This is an optimization exercise on Yosys and OpenROAD, whose aim is small area, not a production implementation. Function was checked by simulation only, so behaviour that the tests miss may differ from the original. Power is estimated from default activity; no workload was simulated.

File: design/flow/design.v
module prbs#(parameter N=14)(
    input logic clk,
    input logic rst,
    output logic [N-1:0] rnd
    );
    parameter START = {{(N-1){1'b0}}, 1'b1};
    logic [N-1:0]count;
    logic [N-1:0]ncount;
    logic feedback;
    always_ff @(posedge(clk), posedge(rst))
        if(rst)
            count <= START;
        else
            count <= ncount;
    assign feedback = count[13]^count[4]^count[2]^count[0];
    assign ncount = {count[N-2:0], feedback};
    assign rnd = count;
endmodule
module sseg (
    input logic clk, 
    input logic clear,
    input logic [15:0] display_data,
    output logic [7:0]  sseg,
    output logic [7:0]  an
);
    parameter N = 5;
    logic [N-1:0] count;
    always_ff @(posedge(clk), posedge(clear)) begin
        if (clear)
            count <= 0;
        else
            count <= count + 1;
    end
    logic [1:0] digit_sel;
    assign digit_sel = count[N-1 -: 2];
    logic [3:0] digit_data;
    always_comb begin
        case (digit_sel)
            2'd0: digit_data = display_data[3:0];
            2'd1: digit_data = display_data[7:4];
            2'd2: digit_data = display_data[11:8];
            2'd3: digit_data = display_data[15:12];
            default: digit_data = 4'hF;
        endcase
    end
    logic [7:0] seg_lut;
    always_comb begin
        case (digit_data)
            4'h0: seg_lut = 8'hC0;  
            4'h1: seg_lut = 8'hF9;  
            4'h2: seg_lut = 8'hA4;  
            4'h3: seg_lut = 8'hB0;  
            4'h4: seg_lut = 8'h99;  
            4'h5: seg_lut = 8'h92;  
            4'h6: seg_lut = 8'h82;  
            4'h7: seg_lut = 8'hF8;  
            4'h8: seg_lut = 8'h80;  
            4'h9: seg_lut = 8'h90;  
            4'hA: seg_lut = 8'h88;  
            4'hB: seg_lut = 8'hFF;  
            4'hC: seg_lut = 8'h89;  
            4'hD: seg_lut = 8'hFF;  
            4'hE: seg_lut = 8'hCF;  
            default: seg_lut = 8'hFF;  
        endcase
    end
    always_comb begin 
        sseg = seg_lut; 
        an = ~(8'b00000001 << digit_sel); 
    end
endmodule
module timer (
    input  logic clk,
    input  logic clear,
    input  logic start,
    input  logic stop,
    output logic led,
    output logic [7:0] sseg,
    output logic [7:0] an
);
    typedef enum{initialize, pause, random, reset_ms, led_on, thousands, nines, fin} state_type;
    state_type current_state, next_state;
    logic [16:0] elapsed_ms;
    logic [3:0] ms_count;
    logic [15:0] display_data;
    parameter N_random = 14;
    logic [N_random-1:0] random_ms, random_ms_new;
    prbs#(N_random) lfsr(
        .clk(clk),
        .rst(clear),
        .rnd(random_ms)
    );
    sseg ss(
        .clk(clk),
        .clear(clear),
        .display_data(display_data),
        .sseg(sseg),
        .an(an)
    );
    always_ff @(posedge(clk), posedge(clear)) begin
        if (clear) begin
            current_state <= initialize;
            elapsed_ms <= 0;
            ms_count <= 0;
            random_ms_new <= 0;
        end else begin
            current_state <= next_state;
            if (current_state != fin) begin
                if (ms_count == 9) begin
                    ms_count <= 0;
                    elapsed_ms <= elapsed_ms + 1;
                end else begin
                    ms_count <= ms_count + 1;
                end
            end
            case (current_state)
                random: begin
                    elapsed_ms <= 0;
                    random_ms_new <= 14'd2000 + (random_ms % 14'd13001);
                end
                reset_ms:
                    elapsed_ms <= 0;
                default: ;
            endcase
        end
    end
    always_comb begin
    next_state = current_state;
    led = 1'b0;
    display_data = 16'hBBBB;
    case (current_state)
        initialize: begin
            display_data = 16'hBCEB;
            if (start)
                next_state = random;
        end
        random: begin
            next_state = pause;
        end
        pause: begin
            if (elapsed_ms == random_ms_new)
                next_state = reset_ms;
            else if (stop)
                next_state = nines;
        end
        reset_ms: begin
            next_state = led_on;
        end
        led_on: begin
            led = 1'b1;
            display_data[3:0] = elapsed_ms % 10;
            display_data[7:4] = (elapsed_ms / 10) % 10;
            display_data[11:8] = (elapsed_ms / 100) % 10;
            display_data[15:12] = (elapsed_ms / 1000) % 10;
            if (stop)
                next_state = fin;
            else if (elapsed_ms >= 1000)
                next_state = thousands;
        end
        nines: begin
            display_data = 16'h9999;
        end
        thousands: begin
            display_data = 16'h1000;
        end
        fin: begin
            display_data[3:0] = elapsed_ms % 10;
            display_data[7:4] = (elapsed_ms / 10) % 10;
            display_data[11:8] = (elapsed_ms / 100) % 10;
            display_data[15:12] = (elapsed_ms / 1000) % 10;
        end
        default: begin
            next_state = initialize;
        end
    endcase
end
endmodule
File: design/flow/run.sh
#!/bin/bash
# synth_recipe.tcl (not shown) runs the flow's synth.tcl, then flattens the netlist and writes it again
# the make line also repeats each setting of config.mk as NAME=value (left out here)
make -C /OpenROAD-flow-scripts/flow DESIGN_CONFIG=/design/flow/config.mk WORK_HOME=/design/flow/orfs CLKGATE_MAP_FILE= SYNTH_SCRIPT=/design/flow/synth_recipe.tcl finish
File: design/flow/config.mk
export PLATFORM = sky130hd
export DESIGN_NAME = timer
export DESIGN_NICKNAME = timer
export VERILOG_FILES = /design/flow/design.v
export SDC_FILE = /design/flow/constraint.sdc
export NUM_CORES = 4
export LEC_CHECK = 0
export CAP_MARGIN = 20
export CORE_MARGIN = 2
export CORE_UTILIZATION = 40
export SLEW_MARGIN = 20
File: design/flow/constraint.sdc
create_clock -name core_clock -period 13.0 [get_ports {clk}]
set_input_delay 2.6000 -clock core_clock [delete_from_list [all_inputs] [get_ports {clk}]]
set_output_delay 2.6000 -clock core_clock [all_outputs]
set_load 0.01 [all_outputs]
==> results of run 1 <==
[layout make-up]
type                            instances  area [um^2]
Timing Repair Buffer                  107        840.8
Multi-Input combinational cell       1680        11190
Clock buffer                            9        225.2
Inverter                               54        205.2
Clock inverter                          7        102.6
Sequential cell                        57         1435
Tap cell                              442        553.0
Fill cell                            3381        18150
[state kept, by name, indices dropped and copies added, names as in the netlist]
signal	flops
random_ms_new	14
elapsed_ms	17
ss.count	5
ms_count	4
lfsr.count	14
current_state	3
[synthesized netlist by cell type (all sizes together) (29+ instances only)]
library cell,number,area (um^2)
nand2,203,767.0
nor2,184,715.7
o21ai,145,755.7
a21oi,131,681.9
xnor2,82,725.7
buf,76,511.7
nand3,74,385.4
nor3,68,350.3
clkbuf,58,219.0
dfrtp,56,1401
inv,53,201.5
mux2i,38,387.9
a211oi,37,317.8
a31oi,34,219.0
o21a,34,255.2
o211ai,33,257.7
and2,29,181.4
[what timing repair did]
| action | in CTS | in global routing |
|---|---|---|
| endpoints found under the setup margin | 3 | 7 |
| pin swaps | 0 | 5 |
| buffers inserted | 0 | 10 |
| resized for setup | 2 | 42 |
[kinds of logic after synthesis]
kind of cell,Yosys count
AO/OA/AOI/OAI,722
XOR/XNOR,107
adder cells (fa/ha/maj),32
buffers and inverters,188
flip-flops,57
multiplexers,54
other,1
AND/OR/NAND/NOR,760
[through the flow]
stage	instance area, um^2	setup TNS [ps]	total power (uW)
4_1_cts	14310	0	574.7
3_5_place_dp	13970	0	308.6
2_1_floorplan	13380	0	285.7
6_report	14550	0	570.2
5_1_grt	14550	-96.99	599.5
3_3_place_gp	13970	0	306.5
[routing by layer]
metal	global-route usage, %	wire, um	part of all wire (%)
met5	0	0	0
met4	5.983	694	1.6
met3	1.599	2802	6.4
met2	39.92	20480	47
met1	33.02	19710	45
[where the power goes]
part / internal, uW / switching, uW
Sequential: 193 / 26.9
Combinational: 37.1 / 48.3
Clock: 170 / 94.8
Total: 400 / 170
[critical path, delay by kind of cell, from the launching register on]
kind,cells,cell delay [ps]
xor gates and xnor gates,1,170
buffers and inverters,9,1700
muxes,4,1210
DFF,1,590
AOI/OAI and AO/OA,15,3230
and+or+nand+nor,11,2030
adders and majority gates,3,590
[worst max path at each step]
stage / from / to / slack, ps / depth (start not counted)
final: elapsed_ms[14] / sseg[1] / 540 / 43
after global routing: elapsed_ms[14] / sseg[6] / -40 / 42
after CTS: elapsed_ms[16] / sseg[6] / 1 / 34
after detailed placement: elapsed_ms[14] / sseg[6] / 310 / 34
after global placement: elapsed_ms[14] / sseg[6] / 480 / 37
after floorplan: elapsed_ms[15] / sseg[6] / 1710 / 46
==> results_dict.tcl, run 1 <==
set metrics [dict create \
    min_path_cells 0 \
    dp_cells 2330 \
    avgSynthCellArea_um2 6.958 \
    instances_no_fill 2356 \
    grt_max_degree 58 \
    worstSetupEndpointType "output pin" \
    dp_hpwl_mm 32.94 \
    post-place-ws_ps 306.3 \
    crit_fanout 25 \
    powerDensity_nw_per_um2 39.18 \
    initial_utilization_pct 40.87 \
    antenna_found_initial 0 \
    port_buffers 15 \
    grt_pass1_wl_mm 70.52 \
    hold_end "lfsr.count[2]" \
    total_leakage_power_uw 0.005525 \
    synth-xor-area-share_pct 7.067 \
    reg2reg_depth 17 \
    synth-compound-area-share_pct 39.46 \
    htree_num_levels 3 \
    routed_via_density 6.464 \
    critPathMostFrequentCell "buf_4" \
    fp.dieH_um 186.8 \
    die_area_um2 34890 \
    wl_per_cell_um 18.54 \
    synth_cells 1921 \
    skew_ps 8.230 \
    slew_violations 0 \
    crit_path_max_incr_delay_ps 590 \
    synth.area.mux_share_pct 4.474 \
    clockRootBuffer "clkbuf_16" \
    layout_commonest_cell "nand2_1" \
    grt_usage_pct 23.76 \
    cpMaxStageDelayCell "dfrtp_4" \
    clkTransAtPathRegs_ps 60 \
    worst_pin_slew_ps 965.0 \
    peakVddDrop_uv 107.3 \
    ios 21 \
    grt_pass1_vias 13751 \
    worst_r2r_endpoint "random_ms_new[13]" \
    final_cell_mix "201 x nand2_1, 176 x nor2_1, 123 x a21oi_1" \
    setup_viol 0 \
    drive_gt1_share_pct 13.48 \
    hold_viol 0 \
    hold_class "reg2reg" \
    synth_fa_ha_area_share_pct 2.855 \
    yosys_warnings 3 \
    wirelength_mm 43.69 \
    async_flop_share_pct 100.0 \
    final_util_pct 44.51 \
    reg2reg_from "lfsr.count[0]" \
    cp.required_ps 10400 \
    cts_tree "yes" \
    status "complete, no violations" \
    synth_edf_count 0 \
    crit_type "reg2out" \
    vias 15229 \
    synth_area_um2 13370 \
    synth_flop_cell "dfrtp_1" \
    postCtsHoldBufs 0 \
    cts_buffer_depth 2 \
    nNetsFinal 1937 \
    diodes 0 \
    numCtsBuffers 9 \
    syn2layout_area_growth_pct 8.884 \
    grt_overflow 0 \
    max_freq_ghz 0.08027 \
    ys_ff_latch 57 \
    whs_ps 405.1 \
    synthSimpleGateAreaFrac_pct 28.44 \
    drtIter0Drc 1629 \
    drc 0 \
    rows 66 \
    cap_violations 0 \
    cts_sinks 57 \
    dieWidth_um 186.8 \
    maxSlewHeadroom_pct 34.85 \
    ys_seq_area_share_pct 10.68 \
    ys_types 131 \
    setup_slack_ps 541.7 \
    insertion_delay_ps 330 \
    ant_nets 0 \
    arrival_ps 9860 \
    r2r_slack_ps 9470 \
    synth_top_family_by_area "compound AO/OA/AOI/OAI gates" \
    fin_crit_ps 12460 \
    final.period_utilization_pct 95.83 \
    min_from "lfsr.count[1]" \
    first_pass_iters 8 \
    finalWeightedCongestion 0.9641 \
    core_um2 32700 \
    cp-start-kind "flip-flop" \
]
==> run 2, diff against run 1 <==
==> design/flow/design.v (replaced) <==
module prbs #(parameter N = 14) (
    input  logic [N-1:0] cur,
    output logic [N-1:0] nxt
);
    assign nxt = {cur[N-2:0], cur[13] ^ cur[4] ^ cur[2] ^ cur[0]};
endmodule
module sseg (
    input  logic        clk,
    input  logic        clear,
    input  logic [15:0] display_data,
    output logic        phase,
    output logic [7:0]  sseg,
    output logic [7:0]  an
);
    logic [4:0] count;
    always_ff @(posedge clk, posedge clear)
        if (clear) count <= 5'd0;
        else       count <= count + 5'd1;
    assign phase = count[0];
    logic [1:0] digit_sel;
    assign digit_sel = count[4:3];
    logic [3:0] code;
    always_comb
        case (digit_sel)
            2'd0: code = display_data[3:0];
            2'd1: code = display_data[7:4];
            2'd2: code = display_data[11:8];
            default: code = display_data[15:12];
        endcase
    always_comb
        case (code)
            4'd0:  sseg = 8'h90;  
            4'd1:  sseg = 8'h80;  
            4'd2:  sseg = 8'hF8;  
            4'd3:  sseg = 8'h82;  
            4'd4:  sseg = 8'h92;  
            4'd5:  sseg = 8'h99;  
            4'd6:  sseg = 8'hB0;  
            4'd7:  sseg = 8'hA4;  
            4'd8:  sseg = 8'hF9;  
            4'd9:  sseg = 8'hC0;  
            4'd13: sseg = 8'h89;  
            4'd14: sseg = 8'hCF;  
            default: sseg = 8'hFF;
        endcase
    assign an = ~(8'b00000001 << digit_sel);
endmodule
module timer (
    input  logic clk,
    input  logic clear,
    input  logic start,
    input  logic stop,
    output logic led,
    output logic [7:0] sseg,
    output logic [7:0] an
);
    localparam logic [2:0] S_INIT  = 3'd0,
                           S_RAND  = 3'd1,
                           S_PA    = 3'd2,
                           S_PB    = 3'd3,
                           S_RST   = 3'd4,
                           S_LED   = 3'd5,
                           S_FIN   = 3'd6,
                           S_NINE  = 3'd7;
    logic [2:0]  st, nst;
    logic [13:0] r, r_n, r_step;
    logic [2:0]  q;
    logic        phase, tick;
    logic [15:0] display_data;
    prbs #(14) lfsr (.cur(r), .nxt(r_step));
    sseg ss (
        .clk(clk), .clear(clear), .display_data(display_data),
        .phase(phase), .sseg(sseg), .an(an)
    );
    always_ff @(posedge clk, posedge clear)
        if (clear) q <= 3'b000;
        else       q <= {q[1] & ~q[0] & ~q[2], (q[0] | q[1]) & ~q[2], ~q[1]};
    assign tick = phase & q[2];
    logic [14:0] b;
    logic [13:0] dec;
    logic        bcd;
    assign bcd = (st == S_LED);
    always_comb begin
        b[0] = 1'b1;
        for (int i = 0; i < 14; i++) b[i+1] = b[i] & ~r[i];
        for (int i = 0; i < 14; i++) dec[i] = r[i] ^ b[i];
        for (int k = 0; k < 3; k++) begin
            dec[4*k+1] = dec[4*k+1] & ~(bcd & b[4*k+4]);
            dec[4*k+2] = dec[4*k+2] & ~(bcd & b[4*k+4]);
        end
    end
    logic done;
    assign done = (st == S_PA) ? (r == 14'd14384) : (r == 14'd11001);
    always_comb begin
        r_n = r;
        case (st)
            S_INIT:             r_n = r_step;
            S_PA, S_PB, S_LED:  if (tick) r_n = dec;
            S_RST:              r_n = 14'h1999;
            default: ;
        endcase
    end
    always_ff @(posedge clk, posedge clear)
        if (clear) r <= 14'd1;
        else       r <= r_n;
    always_comb begin
        nst = st;
        case (st)
            S_INIT: if (start) nst = S_RAND;
            S_RAND: nst = (r >= 14'd13001) ? S_PB : S_PA;
            S_PA, S_PB:
                if (done)      nst = S_RST;
                else if (stop) nst = S_NINE;
            S_RST:  nst = S_LED;
            S_LED:  if (stop || !r[12]) nst = S_FIN;
            default: ;
        endcase
    end
    always_ff @(posedge clk, posedge clear)
        if (clear) st <= S_INIT;
        else       st <= nst;
    assign led = (st == S_LED);
    always_comb
        case (st)
            S_INIT:       display_data = 16'hFDEF;
            S_LED, S_FIN: display_data = {3'b100, r[12], r[11:0]};
            S_NINE:       display_data = 16'h0000;
            default:      display_data = 16'hFFFF;
        endcase
endmodule
--- a/design/flow/config.mk
+++ b/design/flow/config.mk
@@ -5,6 +5,7 @@
 export SDC_FILE = /design/flow/constraint.sdc
 export NUM_CORES = 4
 export LEC_CHECK = 0
+export ABC_AREA = 1
 export CAP_MARGIN = 20
 export CORE_MARGIN = 2
 export CORE_UTILIZATION = 40
==> results_dict.tcl, run 2 <==
set metrics [dict create \
    dp_cells 368 \
    grt_usage_pct 18.56 \
    postCtsHoldBufs 0 \
    ys_seq_area_share_pct 30.60 \
    synth_edf_count 0 \
    cts_sinks 25 \
    clockRootBuffer "clkbuf_8" \
    diodes 0 \
    layout_commonest_cell "nand2_1" \
    hold_end "q[2]" \
    drc 0 \
    cts-resized-gates 0 \
    hold_class "reg2reg" \
    critPathMostFrequentCell "inv_1" \
    min_path_cells 1 \
    post_dp_cell_area_um2 2211 \
    post-route-cell-area_um2 2260 \
    numCtsBuffers 3 \
    async_flop_share_pct 100.0 \
    ys_types 33 \
    path_buf_inv 5 \
    worst_pin_slew_ps 535.1 \
    port_buffers 15 \
    r2r_slack_ps 9470 \
    rows 26 \
    setup_slack_ps 7567 \
    wl_per_cell_um 12.16 \
    peakVddDrop_uv 111.3 \
    post-place-ws_ps 7902 \
    worst_r2r_endpoint "r[13]" \
    worstPathCellList "inv_1, nand2_1, nand2_1, nor2_1, inv_1, a21oi_1, o21bai_2, inv_1, ha_1, inv_1, nand3_1, nand3_1, nand3_1, clkdlybuf4s50_1" \
    max_freq_ghz 0.1840 \
    largest_reg_flops 14 \
    cts_setup_buffers 0 \
    antenna_found_initial 0 \
    crit_fanout 7 \
    synth_most_common_cell "nand2_1" \
    syn2layout_area_growth_pct 10.32 \
    insertion_delay_ps 290 \
    ys_top_cells_by_count "75 x nand2_1, 41 x inv_1, 26 x nand3_1" \
    nFillCells 540 \
    grt_pass1_wl_mm 8.038 \
    instances_no_fill 372 \
    final.period_utilization_pct 41.80 \
    total_leakage_power_uw 0.001169 \
    core_um2 5010 \
    synth_flop_cell "dfrtp_1" \
    crit_path_max_incr_delay_ps 550 \
    final_util_pct 45.10 \
    reg2reg_from "r[0]" \
    vias 1858 \
    drive_gt1_share_pct 7.947 \
    grt_pass1_vias 1727 \
    min_from "q[0]" \
    ant_nets 0 \
    ios 21 \
    reg2reg_depth 17 \
    ys_top_cells_by_area "dfrtp_1 29%, nand2_1 14%, ha_1 11%" \
    grt_max_degree 29 \
    clkTransAtPathRegs_ps 100 \
    fin_tns_setup_ps 0 \
    ys_ff_latch 25 \
    path_delay_family "buffers and inverters" \
    regMostFlops "r" \
    fp.dieH_um 75.56 \
    grt_overflow 0 \
    worstSetupEndpointType "output pin" \
    cp-start-kind "flip-flop" \
    crit_type "reg2out" \
    setup_viol 0 \
    dp_hpwl_mm 3.505 \
    status "complete, no violations" \
    avgSynthCellArea_um2 7.039 \
    cts_buffer_depth 2 \
    wirelength_mm 4.525 \
    cts_tree "yes" \
    slew_violations 0 \
    finalWeightedCongestion 0.8597 \
    dieWidth_um 75.56 \
    fin_crit_ps 5433 \
    final_cell_mix "75 x nand2_1, 40 x inv_1, 26 x nand3_1" \
    yosys_warnings 2 \
    cpMaxStageDelayCell "dfrtp_1" \
    powerDensity_nw_per_um2 264.4 \
    cp.required_ps 10400 \
    arrival_ps 2830 \
    first_pass_iters 4 \
    synth_top_cell_by_area "dfrtp_1" \
    initial_utilization_pct 40.88 \
    skew_ps 4.247 \
    nNetsFinal 325 \
    die_area_um2 5709 \
    reg_top3 "r: 14 flops, ss.count: 5 flops" \
    drtIter0Drc 134 \
    synth_cells 291 \
    maxSlewHeadroom_pct 64.28 \
    hold_viol 0 \
    cap_violations 0 \
    synth_area_um2 2048 \
    htree_num_levels 1 \
    yosysTopAreaCellShare_pct 29.32 \
    routed_via_density 4.995 \
    rsz0062_at_grt "no" \
]
## run 2: metrics by stage
step,hold slack (ps),total power (uW)
finish,429.2,597.5
global route,462.1,671.4
CTS,432.3,602.5
detailed placement,418.1,549.4
global placement,411.9,550.0
floorplan,407.2,435.7
## run 2: logic make-up after synthesis
kind of cell             count (synthesis)  synth area share, %
buffers and inverters                   57                12.89
other                                    1               0.1831
AND/OR/NAND/NOR                        144                31.34
XOR/XNOR                                 5                2.138
flip-flops                              25                30.61
adder cells (fa/ha/maj)                 18                11.00
AO/OA/AOI/OAI                           41                11.85
## run 2: how the worst max path moves through the flow
stage,start,to,slack [ps],depth (start not counted)
after CTS,st[1],sseg[5],7560,14
after global placement,st[1],sseg[5],8010,14
after floorplan,ss.count[3],sseg[5],8660,12
after global routing,st[1],sseg[4],7290,14
final,st[1],sseg[5],7570,14
after detailed placement,st[1],sseg[5],7900,14
## run 2: power breakdown
group	switching (uW)	internal [uW]	leakage (uW)
sequential	35.3	104	0.000300
combinational	236	170	0.000847
clock	29.8	21.9	0.0000217
total	301	296	0.00117
## run 2: per-layer routing
| layer | up-vias | wire [um] | global-route usage (%) |
|---|---|---|---|
| li1 | 949 | - | - |
| met1 | 858 | 2230 | 24.94 |
| met2 | 41 | 2052 | 30.24 |
| met3 | 10 | 148 | 1.984 |
| met4 | 0 | 93 | 8.187 |
| met5 | - | 0 | 0 |
## run 2: layout make-up
| class | instances | area (um^2) | area share, % |
|---|---|---|---|
| well taps | 70 | 87.58 | 3.876 |
| clock buffers | 3 | 41.29 | 1.827 |
| repair buffers | 15 | 150.1 | 6.645 |
| clock inverters | 1 | 7.507 | 0.3322 |
| inverters | 45 | 173.9 | 7.697 |
| flip-flops and latches | 25 | 626.9 | 27.74 |
| multi-input cells | 213 | 1172 | 51.88 |
==> run 3, diff against run 2 <==
==> design/flow/flow/run.sh (new file) <==
#!/bin/bash
# Own layout flow: the standard flow (standard.sh) with three changes:
#  * ABC maps the logic with an area-only script (flow/abc_area_only.script)
#    instead of ORFS's, which buffers and upsizes for delay;
#  * no half/full-adder extraction before ABC and no buffers on pass-through
#    wires (ADDER_MAP_FILE empty, SYNTH_INSBUF 0);
#  * the port buffers are buf_1 cells.
# Synthesis is otherwise the standard flow's own (synth_recipe.tcl: no fsm/share passes,
# flattened, same register names). Each tool's output goes to a log here.
set -euo pipefail
W=$(pwd)
{
  echo 'proc abc {args} {'
  echo '  set i [lsearch -exact $args -script]'
  echo '  if {$i >= 0} { lset args [expr {$i + 1}] $::env(OWN_ABC_SCRIPT) }'
  echo '  yosys abc {*}$args'
  echo '}'
  cat "$W/synth_recipe.tcl"
} > "$W/own_synth.tcl"
export OWN_ABC_SCRIPT="$W/flow/abc_area_only.script"
sed -e "s|SYNTH_SCRIPT=[^ ]*synth_recipe.tcl|SYNTH_SCRIPT=$W/own_synth.tcl ADDER_MAP_FILE= SYNTH_INSBUF=0 'BUFFER_PORTS_ARGS=-buffer_cell sky130_fd_sc_hd__buf_1'|" \
  "$W/standard.sh" > "$W/own_standard.sh"
grep -q own_synth.tcl "$W/own_standard.sh"
bash "$W/own_standard.sh" > "$W/orfs_make.log" 2>&1
test -s "$W/out/final.def"
==> design/flow/flow/abc_area_only.script (new file) <==
strash
dch
map -a
topo
==> design/flow/standard.sh (new file) <==
#!/bin/bash
# synth_recipe.tcl (not shown) runs the flow's synth.tcl, then flattens the netlist and writes it again
# the make line also repeats each setting of config.mk as NAME=value (left out here)
make -C /OpenROAD-flow-scripts/flow DESIGN_CONFIG=/design/flow/config.mk WORK_HOME=/design/flow/orfs CLKGATE_MAP_FILE= SYNTH_SCRIPT=/design/flow/synth_recipe.tcl "${@:-finish}"
removed: design/flow/run.sh
==> results_dict.tcl, run 3 <==
set metrics [dict create \
    yosys_warnings 2 \
    worstPathCellList "clkinv_1, nor2_1, clkinv_1, nand2_1, nand2_1, a221oi_1, nand2_1, nor2_1, clkinv_1, nor2_1, nor2_1, clkinv_1, a21oi_1, a31o_2, buf_1" \
    cp-start-kind "flip-flop" \
    reg2reg_depth 19 \
    cpMaxStageDelayCell "nor2_1" \
    htree_num_levels 1 \
    synth_top_cell_by_area "dfrtp_1" \
    path_delay_family "simple AND/OR/NAND/NOR gates" \
    worst_r2r_endpoint "r[13]" \
    ys_top_cells_by_area "dfrtp_1 35%, clkinv_1 10%, nor2_1 10%" \
    max_freq_ghz 0.1771 \
    worstSetupEndpointType "output pin" \
    synth_cells 252 \
    clockRootBuffer "clkbuf_8" \
    core_um2 4058 \
    diodes 0 \
    synth_edf_count 0 \
    fp.dieH_um 69.27 \
    grt_pass1_wl_mm 7.389 \
    fin_tns_setup_ps 0 \
    rows 23 \
    ys_ff_latch 25 \
    grt_pass1_vias 1571 \
    cts-resized-gates 0 \
    ant_nets 0 \
    cts_setup_buffers 0 \
    async_flop_share_pct 100.0 \
    critical_path_depth 15 \
    wirelength_mm 4.266 \
    cts_sinks 25 \
    min_from "q[0]" \
    insertion_delay_ps 270 \
    rsz0062_at_grt "no" \
    largest_reg_flops 14 \
    vias 1739 \
    min_path_cells 1 \
    drive_gt1_share_pct 3.273 \
    worst_pin_slew_ps 878.5 \
    synth_flop_cell "dfrtp_1" \
    antenna_found_initial 0 \
    dp_hpwl_mm 3.346 \
    cap_violations 0 \
    ios 21 \
    hold_end "q[2]" \
    reg2reg_from "r[2]" \
    reg_top3 "r: 14 flops, ss.count: 5 flops" \
    path_buf_inv 5 \
    final_cell_mix "47 x clkinv_1, 47 x nor2_1, 35 x nand2_1" \
    powerDensity_nw_per_um2 278.0 \
    numCtsBuffers 3 \
    avgSynthCellArea_um2 6.762 \
    yosysTopAreaCellShare_pct 35.24 \
    ys_seq_area_share_pct 36.78 \
    post_dp_cell_area_um2 1838 \
    postCtsHoldBufs 0 \
    maxSlewHeadroom_pct 41.07 \
    crit_path_max_incr_delay_ps 500 \
    regMostFlops "r" \
    final.period_utilization_pct 43.43 \
    grt_usage_pct 18.50 \
    crit_fanout 9 \
    drc 0 \
    hold_viol 0 \
    finalWeightedCongestion 0.8865 \
    r2r_slack_ps 9680 \
    final_util_pct 46.44 \
    cp.required_ps 10400 \
    cts_tree "yes" \
    die_area_um2 4798 \
    grt_max_degree 26 \
    cts_buffer_depth 2 \
    total_leakage_power_uw 0.0007300 \
    dieWidth_um 69.27 \
    initial_utilization_pct 42.00 \
    hold_class "reg2reg" \
    first_pass_iters 4 \
    synth_area_um2 1704 \
    fin_crit_ps 5646 \
    grt_overflow 0 \
    port_buffers 15 \
    nNetsFinal 280 \
    clkTransAtPathRegs_ps 90 \
    wl_per_cell_um 13.13 \
    ys_top_cells_by_count "47 x clkinv_1, 47 x nor2_1, 35 x nand2_1" \
    ys_types 29 \
    syn2layout_area_growth_pct 10.57 \
    post-route-cell-area_um2 1884 \
    peakVddDrop_uv 115.1 \
    skew_ps 4.424 \
    setup_viol 0 \
    drtIter0Drc 139 \
    crit_type "reg2out" \
    status "complete, no violations" \
    arrival_ps 3050 \
    slew_violations 0 \
    routed_via_density 5.351 \
]
==> run 3: cell count changes after synthesis, moves of 7 or more <==
cell | before | now
a21oi_1 | 5 | 25
o21ai_0 | 12 | 21
clkinv_1 | 0 | 47
nand3_1 | 26 | 6
nand2_1 | 75 | 35
nor2_1 | 23 | 47
inv_1 | 41 | 0
o21ai_1 | 9 | 0
ha_1 | 18 | 0
buf_4 | 7 | 0
==> run 3: worst register-to-register path, cell delays in order, from the launching register on <==
cell      delay [ps]
dfrtp_1          460
nor2_1           160
nand2_1          100
nor2_1           230
clkinv_1         160
nor2_1           230
clkinv_1         100
nor2_1           140
clkinv_1         100
nor2_1           160
clkinv_1         110
nor2_1           110
clkinv_1          60
nor2_1           190
nand2_1          100
nor2_1           190
clkinv_1         110
nor2_1           180
a21oi_1           90
o22a_2           240
==> run 3: report_power, final <==
group / switching [uW] / total (uW) / internal [uW]
Sequential: 36.6 / 142 / 105
Combinational: 224 / 336 / 112
Clock: 24.5 / 46.0 / 21.4
==> run 3: through the flow <==
step | power [uW] | hold slack, ps | cells | setup slack [ps]
finish | 523.9 | 429.4 | 325 | 7354
global route | 585.0 | 451.4 | 325 | 7052
floorplan | 386.6 | 406.4 | 256 | 8153
detailed placement | 475.0 | 418.6 | 321 | 7706
global placement | 477.2 | 413.7 | 321 | 7617
CTS | 523.7 | 431.1 | 325 | 7388
==> run 3: cell type report <==
type	instances	area (um^2)
timing repair buffer	15	56.30
tap	50	62.56
multi-input combinational	184	915.9
sequential	25	626.9
clock buffer	3	41.29
fill	422	2173
inverter	47	176.4
clock inverter	1	5.005
==> run 3: logic make-up (layout without fill, tap and decap cells) <==
kind of cell | count (synthesis) | after routing | synth area share, %
AND/OR/NAND/NOR | 101 | 101 | 24.30
XOR/XNOR | 3 | 3 | 1.542
AO/OA/AOI/OAI | 75 | 75 | 26.80
buffers and inverters | 47 | 66 | 10.35
flip-flops | 25 | 25 | 36.78
other | 1 | 5 | 0.2201
==> run 3: worst max path at each step <==
| stage | start | endpoint | slack (ps) |
|---|---|---|---|
| detailed placement | st[2] | sseg[2] | 7710 |
| CTS | st[2] | sseg[2] | 7390 |
| global placement | st[2] | sseg[2] | 7620 |
| floorplan | st[2] | sseg[2] | 8150 |
| global route | st[2] | sseg[2] | 7050 |
| finish | st[2] | sseg[2] | 7350 |
==> run 3: metal layers <==
metal  vias to the layer above  share of wire [%]  GRT usage [%]
li1                        913                  -              -
met1                       764                 47          26.10
met2                        58                 45          30.66
met3                         4                6.8          2.471
met4                         0               0.63          3.268
met5                         -                  0              0
==> run 4, diff against run 3 <==
==> design/flow/design.v (replaced) <==
module prbs #(parameter N = 14) (
    input  logic [N-1:0] cur,
    output logic [N-1:0] nxt
);
    assign nxt = {cur[N-2:0], cur[13] ^ cur[4] ^ cur[2] ^ cur[0]};
endmodule
module sseg (
    input  logic        clk,
    input  logic        clear,
    input  logic [12:0] r,
    input  logic        show_r,    
    input  logic        show_hi,   
    input  logic        show_9,    
    output logic        phase,
    output logic [7:0]  sseg,
    output logic [7:0]  an
);
    logic [4:0] count;
    always_ff @(posedge clk, posedge clear)
        if (clear) count <= 5'd0;
        else       count <= count + 5'd1;
    assign phase = count[0];
    logic [1:0] digit_sel;
    assign digit_sel = count[4:3];
    logic [3:0] code;
    always_comb
        case (digit_sel)
            2'd0: code = r[3:0];
            2'd1: code = r[7:4];
            2'd2: code = r[11:8];
            default: code = {3'b100, r[12]};
        endcase
    logic [6:0] seg7;
    always_comb
        case (code)
            4'd0:  seg7 = 7'h10;  
            4'd1:  seg7 = 7'h00;  
            4'd2:  seg7 = 7'h78;  
            4'd3:  seg7 = 7'h02;  
            4'd4:  seg7 = 7'h12;  
            4'd5:  seg7 = 7'h19;  
            4'd6:  seg7 = 7'h30;  
            4'd7:  seg7 = 7'h24;  
            4'd8:  seg7 = 7'h79;  
            4'd9:  seg7 = 7'h40;  
            4'd10: seg7 = 7'h78;
            4'd11: seg7 = 7'h02;
            4'd12: seg7 = 7'h3B;
            4'd13: seg7 = 7'h38;
            4'd14: seg7 = 7'h30;
            default: seg7 = 7'h24;
        endcase
    always_comb begin
        if (show_r)                        sseg = {1'b1, seg7};
        else if (show_9)                   sseg = 8'h90;
        else if (show_hi && digit_sel == 2'd1) sseg = 8'hCF;  
        else if (show_hi && digit_sel == 2'd2) sseg = 8'h89;  
        else                               sseg = 8'hFF;
    end
    assign an = ~(8'b00000001 << digit_sel);
endmodule
module timer (
    input  logic clk,
    input  logic clear,
    input  logic start,
    input  logic stop,
    output logic led,
    output logic [7:0] sseg,
    output logic [7:0] an
);
    localparam logic [2:0] S_INIT  = 3'd0,
                           S_RAND  = 3'd1,
                           S_PA    = 3'd2,
                           S_PB    = 3'd3,
                           S_RST   = 3'd4,
                           S_LED   = 3'd5,
                           S_FIN   = 3'd6,
                           S_NINE  = 3'd7;
    logic [2:0]  st, nst;
    logic [13:0] r, r_n, r_step;
    logic [2:0]  q;
    logic        phase, tick;
    prbs #(14) lfsr (.cur(r), .nxt(r_step));
    sseg ss (
        .clk(clk), .clear(clear), .r(r[12:0]),
        .show_r(st == S_LED || st == S_FIN), .show_hi(st == S_INIT),
        .show_9(st == S_NINE), .phase(phase), .sseg(sseg), .an(an)
    );
    always_ff @(posedge clk, posedge clear)
        if (clear) q <= 3'b000;
        else       q <= {q[1] & ~q[0] & ~q[2], (q[0] | q[1]) & ~q[2], ~q[1]};
    assign tick = phase & q[2];
    logic        en, bcd;
    logic [14:0] b;
    logic [13:0] dec;
    assign bcd = (st == S_LED);
    assign en  = tick & (st == S_PA || st == S_PB || st == S_LED);
    always_comb begin
        b[0] = en;
        for (int i = 0; i < 14; i++) b[i+1] = b[i] & ~r[i];
        for (int i = 0; i < 14; i++) dec[i] = r[i] ^ b[i];
        for (int k = 0; k < 3; k++) begin
            dec[4*k+1] = dec[4*k+1] & ~(bcd & b[4*k+4]);
            dec[4*k+2] = dec[4*k+2] & ~(bcd & b[4*k+4]);
        end
    end
    logic done;
    assign done = (st == S_PA) ? (r[13:11] == 3'b111 && r[10:6] == 5'd0 && r[3:0] == 4'd0)
                               : (!r[12] && !r[10] && !r[8] && !r[2] && !r[1]);
    always_comb
        if (st == S_INIT)     r_n = r_step;
        else if (st == S_RST) r_n = (r | 14'h1189) & ~14'h0260;
        else                  r_n = dec;
    always_ff @(posedge clk, posedge clear)
        if (clear) r <= 14'd1;
        else       r <= r_n;
    logic ge13001;
    assign ge13001 = r[13] & r[12] & (r[11] | r[10] | (r[9] & (r[8] | (r[7] & r[6] &
                     (r[5] | r[4] | (r[3] & (r[2] | r[1] | r[0])))))));
    always_comb begin
        nst = st;
        case (st)
            S_INIT: if (start) nst = S_RAND;
            S_RAND: nst = ge13001 ? S_PB : S_PA;
            S_PA, S_PB:
                if (done)      nst = S_RST;
                else if (stop) nst = S_NINE;
            S_RST:  nst = S_LED;
            S_LED:  if (stop || !r[12]) nst = S_FIN;
            default: ;
        endcase
    end
    always_ff @(posedge clk, posedge clear)
        if (clear) st <= S_INIT;
        else       st <= nst;
    assign led = (st == S_LED);
endmodule
==> design/flow/flow/abc_area_only.script (replaced) <==
strash
dch
amap
strash
dch
amap
topo
--- a/design/flow/config.mk
+++ b/design/flow/config.mk
@@ -9,4 +9,5 @@
 export CAP_MARGIN = 20
 export CORE_MARGIN = 2
 export CORE_UTILIZATION = 40
+export CTS_BUF_LIST = sky130_fd_sc_hd__clkbuf_8
 export SLEW_MARGIN = 20
==> results_dict.tcl, run 4 <==
set metrics [dict create \
    routed_via_density 5.452 \
    setup_slack_ps 7608 \
    cp-start-kind "flip-flop" \
    cts_tree "yes" \
    ys_top_cells_by_area "dfrtp_1 41%, clkinv_1 9.3%, nor2_1 9.0%" \
    grt_usage_pct 19.29 \
    first_pass_iters 4 \
    fin_crit_ps 5392 \
    antenna_found_initial 0 \
    final_cell_mix "35 x clkinv_1, 35 x nor2_1, 24 x dfrtp_1" \
    clockRootBuffer "clkbuf_8" \
    worstSetupEndpointType "output pin" \
    grt_overflow 0 \
    wirelength_mm 3.602 \
    final_util_pct 48.02 \
    yosys_warnings 2 \
    synth_edf_count 0 \
    drive_gt1_share_pct 2.679 \
    synth_flop_cell "dfrtp_1" \
    reg2reg_from "st[0]" \
    slew_violations 0 \
    rsz0062_at_grt "no" \
    cap_violations 0 \
    skew_ps 9.972 \
    ys_top_cells_by_count "36 x clkinv_1, 35 x nor2_1, 24 x dfrtp_1" \
    cts_buffer_depth 2 \
    synth_area_um2 1459 \
    nFillCells 350 \
    grt_max_degree 26 \
    synth_cells 200 \
    cts-resized-gates 0 \
    reg_top3 "r: 14 flops, ss.count: 5 flops" \
    min_from "q[2]" \
    postCtsHoldBufs 0 \
    seq_area_um2 626.9 \
    htree_num_levels 1 \
    dp_hpwl_mm 2.760 \
    cts_setup_buffers 0 \
    regMostFlops "r" \
    ys_ff_latch 25 \
    hold_class "reg2reg" \
    hold_viol 0 \
    crit_path_max_incr_delay_ps 590 \
    drc 0 \
    arrival_ps 2790 \
    diodes 0 \
    synth_most_common_cell "clkinv_1" \
    dp_cells 266 \
    ios 21 \
    critPathLaunch "st[1]" \
    finalWeightedCongestion 0.8882 \
    total_leakage_power_uw 0.0006448 \
    wl_per_cell_um 13.34 \
    peakVddDrop_uv 52.97 \
    powerDensity_nw_per_um2 135.1 \
    rows 21 \
    crit_fanout 13 \
    port_buffers 15 \
    drtIter0Drc 122 \
    yosysTopAreaCellShare_pct 41.17 \
    final.period_utilization_pct 41.48 \
    vias 1472 \
    core_um2 3416 \
    numCtsBuffers 3 \
    worstPathCellList "nor2_1, buf_4, clkinv_1, nor2_1, clkinv_1, o22ai_1, o21ai_0, buf_1" \
    synth_top_cell_by_area "dfrtp_1" \
    instances_no_fill 270 \
    initial_utilization_pct 42.71 \
    syn2layout_area_growth_pct 12.44 \
    avgSynthCellArea_um2 7.294 \
    post-place-ws_ps 7971 \
    largest_reg_flops 14 \
    ys_seq_area_share_pct 42.97 \
    worst_pin_slew_ps 734.1 \
    dieWidth_um 64.39 \
    crit_type "reg2out" \
    maxSlewHeadroom_pct 50.88 \
    multi_input_area_um2 711.9 \
    status "complete, no violations" \
    cts_sinks 25 \
    grt_pass1_wl_mm 6.223 \
    max_freq_ghz 0.1855 \
    fin_tns_setup_ps 0 \
    cpMaxStageDelayCell "nor2_1" \
    nNetsFinal 229 \
    grt_pass1_vias 1387 \
    fp.dieH_um 64.39 \
    insertion_delay_ps 280 \
    die_area_um2 4146 \
    clkTransAtPathRegs_ps 90 \
    ys_types 24 \
    async_flop_share_pct 100.0 \
    cp.required_ps 10400 \
    setup_viol 0 \
    ant_nets 0 \
]
==> run 4: power by group <==
group	internal (uW)	switching, uW
Combinational	27.8	59.8
Sequential	82.5	4.87
Clock	21.2	25.4
==> run 4: cells by family (layout without fill, tap and decap cells) <==
kind of cell,Yosys count,in the layout,synth area share [%]
flip-flops,25,25,42.97
other,1,5,0.2570
AO/OA/AOI/OAI,71,71,28.73
AND/OR/NAND/NOR,67,67,18.78
buffers and inverters,36,56,9.262
==> run 4: per-stage QoR <==
step	total power (uW)	hold WS [ps]	area, um^2
6_report	221.5	450.5	1640
5_1_grt	238.5	482.2	1640
4_1_cts	223.2	453.9	1640
3_5_place_dp	175.8	430.7	1595
3_3_place_gp	175.5	435.1	1595
2_1_floorplan	147.2	409.9	1474
==> run 4: cell type report <==
cell class              instances  share of cell area (%)
inverters                      36                   8.238
clock buffers                   3                   2.517
flip-flops and latches         25                   38.22
well taps                      46                   3.509
repair buffers                 16                   3.890
multi-input cells             143                   43.40
clock inverters                 1                  0.2288
==> run 4: final timing paths <==
kind,slack (ps),end,cells after the start
setup / recovery,7610,sseg[2],8
hold / removal,450,q[1],1
setup reg to reg,9730,r[13],22
hold reg to reg,450,q[1],1
max in group asynchronous,10270,r[6],2
min in group asynchronous,2350,r[9],2
==> run 4: per-layer routing <==
layer	GRT usage, %	vias to the layer above	share of wire, %
met3	4.225	2	5.9
met5	0	-	0
li1	-	737	-
met1	26.19	675	48
met4	4.521	0	0.50
met2	31.38	58	46
==> run 4: critical path, delay by kind of cell, from the launching register on <==
family	cells	cell delay, ps
and+or+nand+nor	2	690
AOI/OAI and AO/OA	2	440
buffers and inverters	4	950
DFF	1	440
==> run 5, diff against run 4 <==
--- a/design/flow/config.mk
+++ b/design/flow/config.mk
@@ -9,5 +9,5 @@
 export CAP_MARGIN = 20
 export CORE_MARGIN = 2
 export CORE_UTILIZATION = 40
-export CTS_BUF_LIST = sky130_fd_sc_hd__clkbuf_8
+export CTS_BUF_LIST = sky130_fd_sc_hd__clkbuf_16
 export SLEW_MARGIN = 20
==> results_dict.tcl, run 5 <==
set metrics [dict create \
    status "complete, no violations" \
    nNetsFinal 229 \
    path_buf_inv 4 \
    reg_top3 "r: 14 flops, ss.count: 5 flops" \
    diodes 0 \
    multi_input_area_um2 711.9 \
    syn2layout_area_growth_pct 14.75 \
    ant_nets 0 \
    fp.dieH_um 64.39 \
    vias 1467 \
    seq_area_um2 626.9 \
    cts_buffer_depth 2 \
    synth_area_um2 1459 \
    postCtsHoldBufs 0 \
    cp-start-kind "flip-flop" \
    finalWeightedCongestion 0.8882 \
    hold_viol 0 \
    crit_type "reg2out" \
    core_um2 3416 \
    max_freq_ghz 0.1863 \
    instances_no_fill 270 \
    peakVddDrop_uv 58.47 \
    port_buffers 15 \
    nFillCells 343 \
    rows 21 \
    skew_ps 5.796 \
    dp_cells 266 \
    ys_top_cells_by_count "36 x clkinv_1, 35 x nor2_1, 24 x dfrtp_1" \
    drtIter0Drc 97 \
    drc 0 \
    cpMaxStageDelayCell "nor2_1" \
    grt_pass1_wl_mm 6.237 \
    setup_viol 0 \
    async_flop_share_pct 100.0 \
    cap_violations 0 \
    dieWidth_um 64.39 \
    cp.required_ps 10400 \
    ys_types 24 \
    slew_violations 0 \
    initial_utilization_pct 42.71 \
    cts-resized-gates 0 \
    grt_overflow 0 \
    yosys_warnings 2 \
    clkTransAtPathRegs_ps 60 \
    insertion_delay_ps 260 \
    wirelength_mm 3.627 \
    die_area_um2 4146 \
    powerDensity_nw_per_um2 145.6 \
    htree_num_levels 1 \
    synth_most_common_cell "clkinv_1" \
    ys_seq_area_share_pct 42.97 \
    grt_pass1_vias 1399 \
    rsz0062_at_grt "no" \
    routed_via_density 5.433 \
    fin_tns_setup_ps 0 \
    worstSetupEndpointType "output pin" \
    ys_top_cells_by_area "dfrtp_1 41%, clkinv_1 9.3%, nor2_1 9.0%" \
    grt_max_degree 26 \
    synth_top_cell_by_area "dfrtp_1" \
    drive_gt1_share_pct 2.679 \
    crit_path_max_incr_delay_ps 580 \
    post-route-cell-area_um2 1674 \
    worstPathCellList "nor2_1, buf_4, clkinv_1, nor2_1, clkinv_1, o22ai_1, o21ai_0, buf_1" \
    numCtsBuffers 3 \
    path_delay_family "buffers and inverters" \
    avgSynthCellArea_um2 7.294 \
    crit_fanout 13 \
    final.period_utilization_pct 41.29 \
    ios 21 \
    first_pass_iters 4 \
    hold_class "reg2reg" \
    clockRootBuffer "clkbuf_16" \
    synth_flop_cell "dfrtp_1" \
    largest_reg_flops 14 \
    final_util_pct 49.01 \
    cts_tree "yes" \
    cts_sinks 25 \
    worst_pin_slew_ps 726.4 \
    final_cell_mix "35 x clkinv_1, 35 x nor2_1, 24 x dfrtp_1" \
    antenna_found_initial 0 \
    dp_hpwl_mm 2.760 \
    fin_total_pwr_uw 243.8 \
    synth_cells 200 \
    total_leakage_power_uw 0.0006602 \
    maxSlewHeadroom_pct 51.40 \
    grt_usage_pct 19.18 \
    cts_setup_buffers 0 \
    synth_edf_count 0 \
    post_dp_cell_area_um2 1595 \
    arrival_ps 2770 \
    ys_ff_latch 25 \
    yosysTopAreaCellShare_pct 41.17 \
    fin_crit_ps 5367 \
    regMostFlops "r" \
    wl_per_cell_um 13.43 \
]
[run 5: layout make-up]
cell class	count	share of cell area, %
Clock inverter	1	0.2242
Tap cell	46	3.438
Inverter	36	8.072
Multi-Input combinational cell	143	42.53
Timing Repair Buffer	16	3.812
Sequential cell	25	37.44
Clock buffer	3	4.484
[run 5: where the power goes]
part / switching (uW) / internal (uW) / leakage [uW]
Clock: 26.8 / 41.1 / 0.0000423
Combinational: 60.4 / 27.8 / 0.000320
Sequential: 5.07 / 82.6 / 0.000298
[run 5: cells by family after synthesis]
| logic type | Yosys count | synth area share (%) |
|---|---|---|
| simple gates | 67 | 18.78 |
| buf+inv | 36 | 9.262 |
| other cells | 1 | 0.2570 |
| compound gates | 71 | 28.73 |
| flops | 25 | 42.97 |
[run 5: metrics by stage]
step / hold WS (ps) / setup slack [ps]
after global placement: 435.1 / 8103
after global routing: 478.1 / 7436
final: 447.7 / 7633
after floorplan: 409.9 / 8231
after detailed placement: 430.7 / 7971
after CTS: 450.5 / 7706
[run 5: final timing paths]
kind                       start      end  slack (ps)  depth (start not counted)
max                        st[1]  sseg[2]        7630                          8
min                         q[2]     q[1]         450                          1
max reg2reg                st[0]    r[13]        9710                         22
min reg2reg                 q[2]     q[1]         450                          1
max in group asynchronous  clear     r[6]       10260                          2
min in group asynchronous  clear     q[1]        2370                          2
[run 5: routing by layer]
| layer | track usage [%] | share of wire (%) |
|---|---|---|
| met1 | 26.08 | 48 |
| met2 | 31.90 | 46 |
| met3 | 4.049 | 6.1 |
| met4 | 3.191 | 0.36 |
| met5 | 0 | 0 |
==> run 6, diff against run 5 <==
--- a/design/flow/config.mk
+++ b/design/flow/config.mk
@@ -10,4 +10,6 @@
 export CORE_MARGIN = 2
 export CORE_UTILIZATION = 40
 export CTS_BUF_LIST = sky130_fd_sc_hd__clkbuf_16
+export CTS_CLUSTER_DIAMETER = 500
+export CTS_CLUSTER_SIZE = 30
 export SLEW_MARGIN = 20
==> results_dict.tcl, run 6 <==
set metrics [dict create \
    status "complete, no violations" \
    wl_per_cell_um 13.43 \
    fin_crit_ps 5367 \
    ys_types 24 \
    multi_input_area_um2 711.9 \
    ys_top_cells_by_count "36 x clkinv_1, 35 x nor2_1, 24 x dfrtp_1" \
    synth_top_cell_by_area "dfrtp_1" \
    synth_area_um2 1459 \
    syn2layout_area_growth_pct 14.75 \
    grt_usage_pct 19.18 \
    total_leakage_power_uw 0.0006602 \
    rows 21 \
    synth_most_common_cell "clkinv_1" \
    slew_violations 0 \
    worst_r2r_endpoint "r[13]" \
    fp.dieH_um 64.39 \
    grt_max_degree 26 \
    cts_setup_buffers 0 \
    wirelength_mm 3.627 \
    clockRootBuffer "clkbuf_16" \
    dieWidth_um 64.39 \
    cts_sinks 25 \
    nNetsFinal 229 \
    yosysTopAreaCellShare_pct 41.17 \
    drive_gt1_share_pct 2.679 \
    powerDensity_nw_per_um2 145.6 \
    arrival_ps 2770 \
    async_flop_share_pct 100.0 \
    synth_fa_ha_area_share_pct 0 \
    worst_pin_slew_ps 726.4 \
    die_area_um2 4146 \
    cts_tree "yes" \
    cap_violations 0 \
    ys_top_cells_by_area "dfrtp_1 41%, clkinv_1 9.3%, nor2_1 9.0%" \
    postCtsHoldBufs 0 \
    peakVddDrop_uv 58.47 \
    yosys_warnings 2 \
    grt_pass1_vias 1399 \
    reg2reg_from "st[0]" \
    min_from "q[2]" \
    cp-start-kind "flip-flop" \
    grt_overflow 0 \
    worstSetupEndpointType "output pin" \
    dp_cells 266 \
    hold_end "q[1]" \
    synth-xor-area-share_pct 0 \
    ys_ff_latch 25 \
    hold_class "reg2reg" \
    drtIter0Drc 97 \
    vias 1467 \
    setup_slack_ps 7633 \
    post-place-ws_ps 7971 \
    ys_seq_area_share_pct 42.97 \
    synth-compound-area-share_pct 28.73 \
    htree_num_levels 1 \
    final_util_pct 49.01 \
    nFillCells 343 \
    numCtsBuffers 3 \
    diodes 0 \
    final_cell_mix "35 x clkinv_1, 35 x nor2_1, 24 x dfrtp_1" \
    maxSlewHeadroom_pct 51.40 \
    first_pass_iters 4 \
    avgSynthCellArea_um2 7.294 \
    synth_edf_count 0 \
    insertion_delay_ps 260 \
    crit_type "reg2out" \
    synth_top_family_by_area "compound AO/OA/AOI/OAI gates" \
    skew_ps 5.796 \
    antenna_found_initial 0 \
    min_path_cells 1 \
    grt_pass1_wl_mm 6.237 \
    synthSimpleGateAreaFrac_pct 18.78 \
    cp.required_ps 10400 \
    clkTransAtPathRegs_ps 60 \
    initial_utilization_pct 42.71 \
    ios 21 \
    reg_top3 "r: 14 flops, ss.count: 5 flops" \
    setup_viol 0 \
    seq_area_um2 626.9 \
    rsz0062_at_grt "no" \
    final.period_utilization_pct 41.29 \
    finalWeightedCongestion 0.8882 \
    cts_buffer_depth 2 \
    hold_viol 0 \
    crit_fanout 13 \
    ant_nets 0 \
    r2r_slack_ps 9710 \
    port_buffers 15 \
    max_freq_ghz 0.1863 \
    core_um2 3416 \
    synth_cells 200 \
    synth.area.mux_share_pct 0 \
    largest_reg_flops 14 \
    cts-resized-gates 0 \
    fin_tns_setup_ps 0 \
    regMostFlops "r" \
    dp_hpwl_mm 2.760 \
    synth_flop_cell "dfrtp_1" \
    instances_no_fill 270 \
    drc 0 \
    routed_via_density 5.433 \
    reg2reg_depth 22 \
]
[run 6: worst max-delay path: stages, from the launching register on]
cell      delay (ps)
dfrtp_1          430
nor2_1           100
buf_4            210
clkinv_1         150
nor2_1           580
clkinv_1         430
o22ai_1          310
o21ai_0          140
buf_1            160
[run 6: final cells by class]
cell class              instances  area share (%)
well taps                      46           3.438
repair buffers                 16           3.812
clock inverters                 1          0.2242
flip-flops and latches         25           37.44
multi-input cells             143           42.53
clock buffers                   3           4.484
inverters                      36           8.072
[run 6: cell families after synthesis]
| family | Yosys count |
|---|---|
| other | 1 |
| AO/OA/AOI/OAI | 71 |
| buffers and inverters | 36 |
| AND/OR/NAND/NOR | 67 |
| flip-flops | 25 |
[run 6: stage by stage]
step                      power [uW]  cell area [um^2]  hold WS (ps)
after CTS                      244.4              1674         450.5
after floorplan                147.2              1474         409.9
after global routing           260.3              1674         478.1
final                          243.8              1674         447.7
after global placement         175.5              1595         435.1
after detailed placement       175.8              1595         430.7
[run 6: worst max-delay path by stage]
stage          start  endpoint  slack, ps  cells after the start
3_5_place_dp   st[1]   sseg[2]       7970                      8
6_report       st[1]   sseg[2]       7630                      8
5_1_grt        st[1]   sseg[2]       7440                      8
3_3_place_gp   st[1]   sseg[6]       8100                      8
2_1_floorplan  st[1]   sseg[2]       8230                      6
4_1_cts        st[1]   sseg[2]       7710                      8
[run 6: power breakdown]
part | internal, uW | total (uW) | switching [uW]
sequential | 82.6 | 87.7 | 5.07
combinational | 27.8 | 88.2 | 60.4
clock | 41.1 | 68.0 | 26.8
total | 152 | 244 | 92.3
[run 6: per-layer routing]
| layer | track usage [%] | routed length, um |
|---|---|---|
| met5 | 0 | 0 |
| met2 | 31.90 | 1667 |
| met4 | 3.191 | 13 |
| met1 | 26.08 | 1725 |
| met3 | 4.049 | 220 |
==> run 7, diff against run 6 <==
--- a/design/flow/config.mk
+++ b/design/flow/config.mk
@@ -9,7 +9,7 @@
 export CAP_MARGIN = 20
 export CORE_MARGIN = 2
 export CORE_UTILIZATION = 40
-export CTS_BUF_LIST = sky130_fd_sc_hd__clkbuf_16
+export CTS_BUF_LIST = sky130_fd_sc_hd__clkbuf_8
 export CTS_CLUSTER_DIAMETER = 500
 export CTS_CLUSTER_SIZE = 30
 export SLEW_MARGIN = 20
==> results_dict.tcl, run 7 <==
set metrics [dict create \
    yosysTopAreaCellShare_pct 41.17 \
    reg_top3 "r: 14 flops, ss.count: 5 flops" \
    synth_top_family_by_area "compound AO/OA/AOI/OAI gates" \
    cap_violations 0 \
    yosys_warnings 2 \
    dieWidth_um 64.39 \
    cts_sinks 25 \
    path_delay_family "buffers and inverters" \
    synth-compound-area-share_pct 28.73 \
    ys_ff_latch 25 \
    synth_most_common_cell "clkinv_1" \
    antenna_found_initial 0 \
    grt_pass1_wl_mm 6.223 \
    arrival_ps 2790 \
    setup_viol 0 \
    synth_area_um2 1459 \
    grt_max_degree 26 \
    insertion_delay_ps 280 \
    clkTransAtPathRegs_ps 90 \
    wirelength_mm 3.602 \
    initial_utilization_pct 42.71 \
    critical_path_depth 8 \
    finalWeightedCongestion 0.8882 \
    routed_via_density 5.452 \
    cp.required_ps 10400 \
    htree_num_levels 1 \
    nNetsFinal 229 \
    worst_pin_slew_ps 734.1 \
    cts-resized-gates 0 \
    regMostFlops "r" \
    critPathLaunch "st[1]" \
    first_pass_iters 4 \
    cts_setup_buffers 0 \
    drc 0 \
    total_leakage_power_uw 0.0006448 \
    max_freq_ghz 0.1855 \
    hold_end "q[1]" \
    dp_hpwl_mm 2.760 \
    diodes 0 \
    grt_usage_pct 19.29 \
    clockRootBuffer "clkbuf_8" \
    fin_crit_ps 5392 \
    vias 1472 \
    fin_total_pwr_uw 221.5 \
    ys_types 24 \
    worst_r2r_endpoint "r[13]" \
    reg2reg_from "st[0]" \
    ios 21 \
    status "complete, no violations" \
    hold_viol 0 \
    synth_fa_ha_area_share_pct 0 \
    reg2reg_depth 22 \
    ys_top_cells_by_count "36 x clkinv_1, 35 x nor2_1, 24 x dfrtp_1" \
    fin_tns_setup_ps 0 \
    synth_cells 200 \
    multi_input_area_um2 711.9 \
    drive_gt1_share_pct 2.679 \
    synthSimpleGateAreaFrac_pct 18.78 \
    cts_tree "yes" \
    ant_nets 0 \
    crit_path_max_incr_delay_ps 590 \
    cpMaxStageDelayCell "nor2_1" \
    post_dp_cell_area_um2 1595 \
    post-route-cell-area_um2 1640 \
    slew_violations 0 \
    syn2layout_area_growth_pct 12.44 \
    largest_reg_flops 14 \
    crit_type "reg2out" \
    ys_top_cells_by_area "dfrtp_1 41%, clkinv_1 9.3%, nor2_1 9.0%" \
    ys_seq_area_share_pct 42.97 \
    fp.dieH_um 64.39 \
    hold_class "reg2reg" \
    final.period_utilization_pct 41.48 \
    peakVddDrop_uv 52.97 \
    core_um2 3416 \
    powerDensity_nw_per_um2 135.1 \
    postCtsHoldBufs 0 \
    synth.area.mux_share_pct 0 \
    synth_edf_count 0 \
    cts_buffer_depth 2 \
    final_util_pct 48.02 \
    synth_flop_cell "dfrtp_1" \
    rsz0062_at_grt "no" \
    drtIter0Drc 122 \
    nFillCells 350 \
    rows 21 \
    avgSynthCellArea_um2 7.294 \
    worstPathCellList "nor2_1, buf_4, clkinv_1, nor2_1, clkinv_1, o22ai_1, o21ai_0, buf_1" \
    r2r_slack_ps 9730 \
    path_buf_inv 4 \
    min_from "q[2]" \
    async_flop_share_pct 100.0 \
    numCtsBuffers 3 \
    min_path_cells 1 \
    worstSetupEndpointType "output pin" \
    port_buffers 15 \
    final_cell_mix "35 x clkinv_1, 35 x nor2_1, 24 x dfrtp_1" \
    wl_per_cell_um 13.34 \
    seq_area_um2 626.9 \
    grt_pass1_vias 1387 \
    grt_overflow 0 \
    cp-start-kind "flip-flop" \
    crit_fanout 13 \
    die_area_um2 4146 \
    maxSlewHeadroom_pct 50.88 \
    synth_top_cell_by_area "dfrtp_1" \
    skew_ps 9.972 \
    synth-xor-area-share_pct 0 \
]
## run 7: cell counts after synthesis
No cell type changed its count.
## run 7: per-stage QoR
step | hold WS (ps) | worst slack [ps] | std cells
after floorplan | 409.9 | 8231 | 204
after global placement | 435.1 | 8103 | 266
after detailed placement | 430.7 | 7971 | 266
after CTS | 453.9 | 7673 | 270
after global routing | 482.2 | 7401 | 270
final | 450.5 | 7608 | 270
## run 7: where the power goes
part | total (uW) | switching, uW | internal (uW)
registers | 87.4 | 4.87 | 82.5
clock network | 46.6 | 25.4 | 21.2
logic | 87.6 | 59.8 | 27.8
total | 222 | 90.0 | 132
## run 7: final cells by class
type,count,area share (%)
clock buffers,3,2.517
inverters,36,8.238
flip-flops and latches,25,38.22
multi-input cells,143,43.40
clock inverters,1,0.2288
well taps,46,3.509
repair buffers,16,3.890
## run 7: how the worst max path moves through the flow
stage	endpoint	slack (ps)
2_1_floorplan	sseg[2]	8230
3_3_place_gp	sseg[6]	8100
3_5_place_dp	sseg[2]	7970
4_1_cts	sseg[2]	7670
5_1_grt	sseg[2]	7400
6_report	sseg[2]	7610
## run 7: cells by family after synthesis
group,after synthesis
flip-flops,25
AND/OR/NAND/NOR,67
AO/OA/AOI/OAI,71
buffers and inverters,36
other,1
## run 7: routing by layer
metal | part of all wire [%] | GRT usage, % | wire (um) | up-vias
li1 | - | - | - | 737
met1 | 48 | 26.19 | 1718 | 675
met2 | 46 | 31.38 | 1651 | 58
met3 | 5.9 | 4.225 | 214 | 2
met4 | 0.50 | 4.521 | 18 | 0
met5 | 0 | 0 | 0 | -
==> run 8, diff against run 7 <==
==> design/flow/flow/abc_area_only.script (replaced) <==
strash
dch
map -a
topo
--- a/design/flow/config.mk
+++ b/design/flow/config.mk
@@ -9,7 +9,4 @@
 export CAP_MARGIN = 20
 export CORE_MARGIN = 2
 export CORE_UTILIZATION = 40
-export CTS_BUF_LIST = sky130_fd_sc_hd__clkbuf_8
-export CTS_CLUSTER_DIAMETER = 500
-export CTS_CLUSTER_SIZE = 30
 export SLEW_MARGIN = 20
==> results_dict.tcl, run 8 <==
set metrics [dict create \
    wl_per_cell_um 13.15 \
    status "complete, no violations" \
    async_flop_share_pct 100.0 \
    cp.required_ps 10400 \
    port_buffers 15 \
    dr_wl_met3_um 165 \
    path_buf_inv 3 \
    diodes 0 \
    drive_gt1_share_pct 2.620 \
    cpMaxStageDelayCell "nor2_1" \
    avgSynthCellArea_um2 7.325 \
    ys_types 25 \
    ys_top_cells_by_area "dfrtp_1 40%, clkinv_1 11%, nor2_1 10%" \
    skew_ps 5.893 \
    grt_overflow 0 \
    first_pass_iters 5 \
    reg_top3 "r: 14 flops, ss.count: 5 flops" \
    synth_top_cell_by_area "dfrtp_1" \
    slew_violations 0 \
    clockRootBuffer "clkbuf_8" \
    drtIter0Drc 108 \
    syn2layout_area_growth_pct 11.77 \
    cts_buffer_depth 2 \
    worstSetupEndpointType "output pin" \
    powerDensity_nw_per_um2 75.80 \
    max_freq_ghz 0.1777 \
    cts_tree "yes" \
    ys_ff_latch 25 \
    insertion_delay_ps 270 \
    peakVddDrop_uv 28.86 \
    fp.dieH_um 65.42 \
    ios 21 \
    grt_usage_pct 18.39 \
    setup_viol 0 \
    ys_top_cells_by_count "44 x clkinv_1, 41 x nor2_1, 24 x dfrtp_1" \
    die_area_um2 4280 \
    nFillCells 380 \
    path_delay_family "buffers and inverters" \
    dp_hpwl_mm 2.827 \
    crit_type "reg2out" \
    layout_commonest_cell "clkinv_1" \
    numCtsBuffers 3 \
    final_cell_mix "44 x clkinv_1, 41 x nor2_1, 24 x dfrtp_1" \
    grt_pass1_vias 1341 \
    wl_met1_mm 1.818 \
    hold_class "reg2reg" \
    rows 22 \
    synth_edf_count 0 \
    setup_slack_ps 7371 \
    ys_seq_area_share_pct 41.54 \
    finalWeightedCongestion 0.8784 \
    fin_tns_setup_ps 0 \
    largest_reg_flops 14 \
    grt_max_degree 26 \
    dieWidth_um 65.42 \
    synth_area_um2 1509 \
    fin_crit_ps 5629 \
    post-place-ws_ps 7716 \
    final.period_utilization_pct 43.30 \
    worstPathCellList "nor2_1, clkinv_1, nor2_1, clkinv_1, o21ai_0, o31ai_1, buf_1" \
    clkTransAtPathRegs_ps 90 \
    ant_nets 0 \
    total_leakage_power_uw 0.0006777 \
    wirelength_mm 3.642 \
    cap_violations 0 \
    dr_wl_met2_mm 1.617 \
    post_dp_cell_area_um2 1640 \
    antenna_found_initial 0 \
    fin_total_pwr_uw 127.9 \
    cts_sinks 25 \
    vias 1439 \
    cts-resized-gates 0 \
    grt_pass1_wl_mm 6.092 \
    regMostFlops "r" \
    maxSlewHeadroom_pct 39.59 \
    post-route-cell-area_um2 1687 \
    hold_viol 0 \
    core_um2 3633 \
    synth_cells 206 \
    cts_setup_buffers 0 \
    crit_fanout 11 \
    yosysTopAreaCellShare_pct 39.80 \
    synth_flop_cell "dfrtp_1" \
    postCtsHoldBufs 0 \
    initial_utilization_pct 41.53 \
    nNetsFinal 234 \
    yosys_warnings 2 \
    crit_path_max_incr_delay_ps 490 \
    cp-start-kind "flip-flop" \
    arrival_ps 3030 \
    routed_via_density 5.195 \
    worst_pin_slew_ps 900.5 \
    rsz0062_at_grt "no" \
    drc 0 \
    htree_num_levels 1 \
    synth_most_common_cell "clkinv_1" \
    dr.max_layer_used "met4" \
]
## run 8: cell type report
cell class	instances	area, um^2	area share (%)
tap	48	60.06	3.561
clock inverter	1	5.005	0.2967
sequential	25	626.9	37.17
timing repair buffer	15	56.30	3.338
inverter	44	165.2	9.792
clock buffer	3	41.29	2.448
multi-input combinational	141	732.0	43.40
## run 8: report_power, final
part	switching (uW)	total [uW]	internal, uW
Combinational	3.03	3.69	0.658
Sequential	0.274	78.1	77.9
Clock	24.6	46.0	21.4
Total	27.9	128	100
## run 8: final timing paths
kind	depth (start not counted)	startpoint	slack [ps]	end
setup / recovery	7	st[0]	7370	sseg[6]
hold / removal	1	q[0]	430	q[2]
setup reg to reg	23	st[2]	8970	r[13]
hold reg to reg	1	q[0]	430	q[2]
max in group asynchronous	2	clear	10200	r[1]
min in group asynchronous	2	clear	2380	r[2]
## run 8: worst register-to-register path, delay by kind of cell (launching register included)
| kind | cells | cell delay [ps] |
|---|---|---|
| flip-flops | 1 | 420 |
| AO/OA/AOI/OAI | 2 | 260 |
| AND/OR/NAND/NOR | 12 | 2170 |
| buffers and inverters | 9 | 1080 |
## run 8: cells by family after synthesis
logic type | share of synthesized area (%)
buffers and inverters | 10.95
XOR/XNOR | 3.483
multiplexers | 0.6634
AO/OA/AOI/OAI | 26.12
flip-flops | 41.54
AND/OR/NAND/NOR | 17.00
other | 0.2485
## run 8: metrics by stage
stage | std cells | utilization [%] | hold WS, ps
after floorplan | 210 | - | 406.1
after global placement | 273 | 45.14 | 413.9
after detailed placement | 273 | 45.14 | 417.0
after CTS | 277 | 46.42 | 428.8
after global routing | 277 | 46.42 | 456.5
final | 277 | 46.42 | 431.3
## run 8: metal layers
metal  GRT usage (%)  vias up
li1                -      755
met1           26.39      638
met2           29.21       41
met3           2.055        5
met4           5.469        0
met5               0        -

-- port drivers added, routing unchanged --
The flow's constraints put no driver on any port. The routed layouts listed below were extracted and timed again, unchanged, in two steps.
Step 1 assumes that a clkbuf_16 drives the clock port and a buf_2 every other input.
Step 2 adds t to the input delays and takes it off the output delays; t is the mean of the earliest and latest rising clock arrival at the registers after step 1. Input paths then give back, and output paths get back, about the clock's delay inside the block.
a / b / c = ideal ports / drivers / drivers and shift; a / b = the first two.
run	t (ns)	slack for setup (ns)	worst hold slack (ns)	worst data-port slew with drivers (ns)	cell pins on the clock port's net
run 1	0.364	0.542 / 0.506 / 0.870	0.405 / 0.405 / 0.405	0.05	1
run 2	0.312	7.567 / 7.539 / 7.852	0.429 / 0.429 / 0.429	0.03	1
run 3	0.289	7.354 / 7.331 / 7.620	0.429 / 0.429 / 0.429	0.03	1
run 4	0.294	7.608 / 7.586 / 7.880	0.450 / 0.450 / 0.450	0.03	1
run 5	0.283	7.633 / 7.606 / 7.889	0.448 / 0.448 / 0.448	0.03	1
run 6	0.283	7.633 / 7.606 / 7.889	0.448 / 0.448 / 0.448	0.03	1
run 7	0.294	7.608 / 7.586 / 7.880	0.450 / 0.450 / 0.450	0.03	1
run 8	0.292	7.371 / 7.345 / 7.637	0.431 / 0.431 / 0.431	0.03	1
After both steps setup and hold are still met in every run listed.
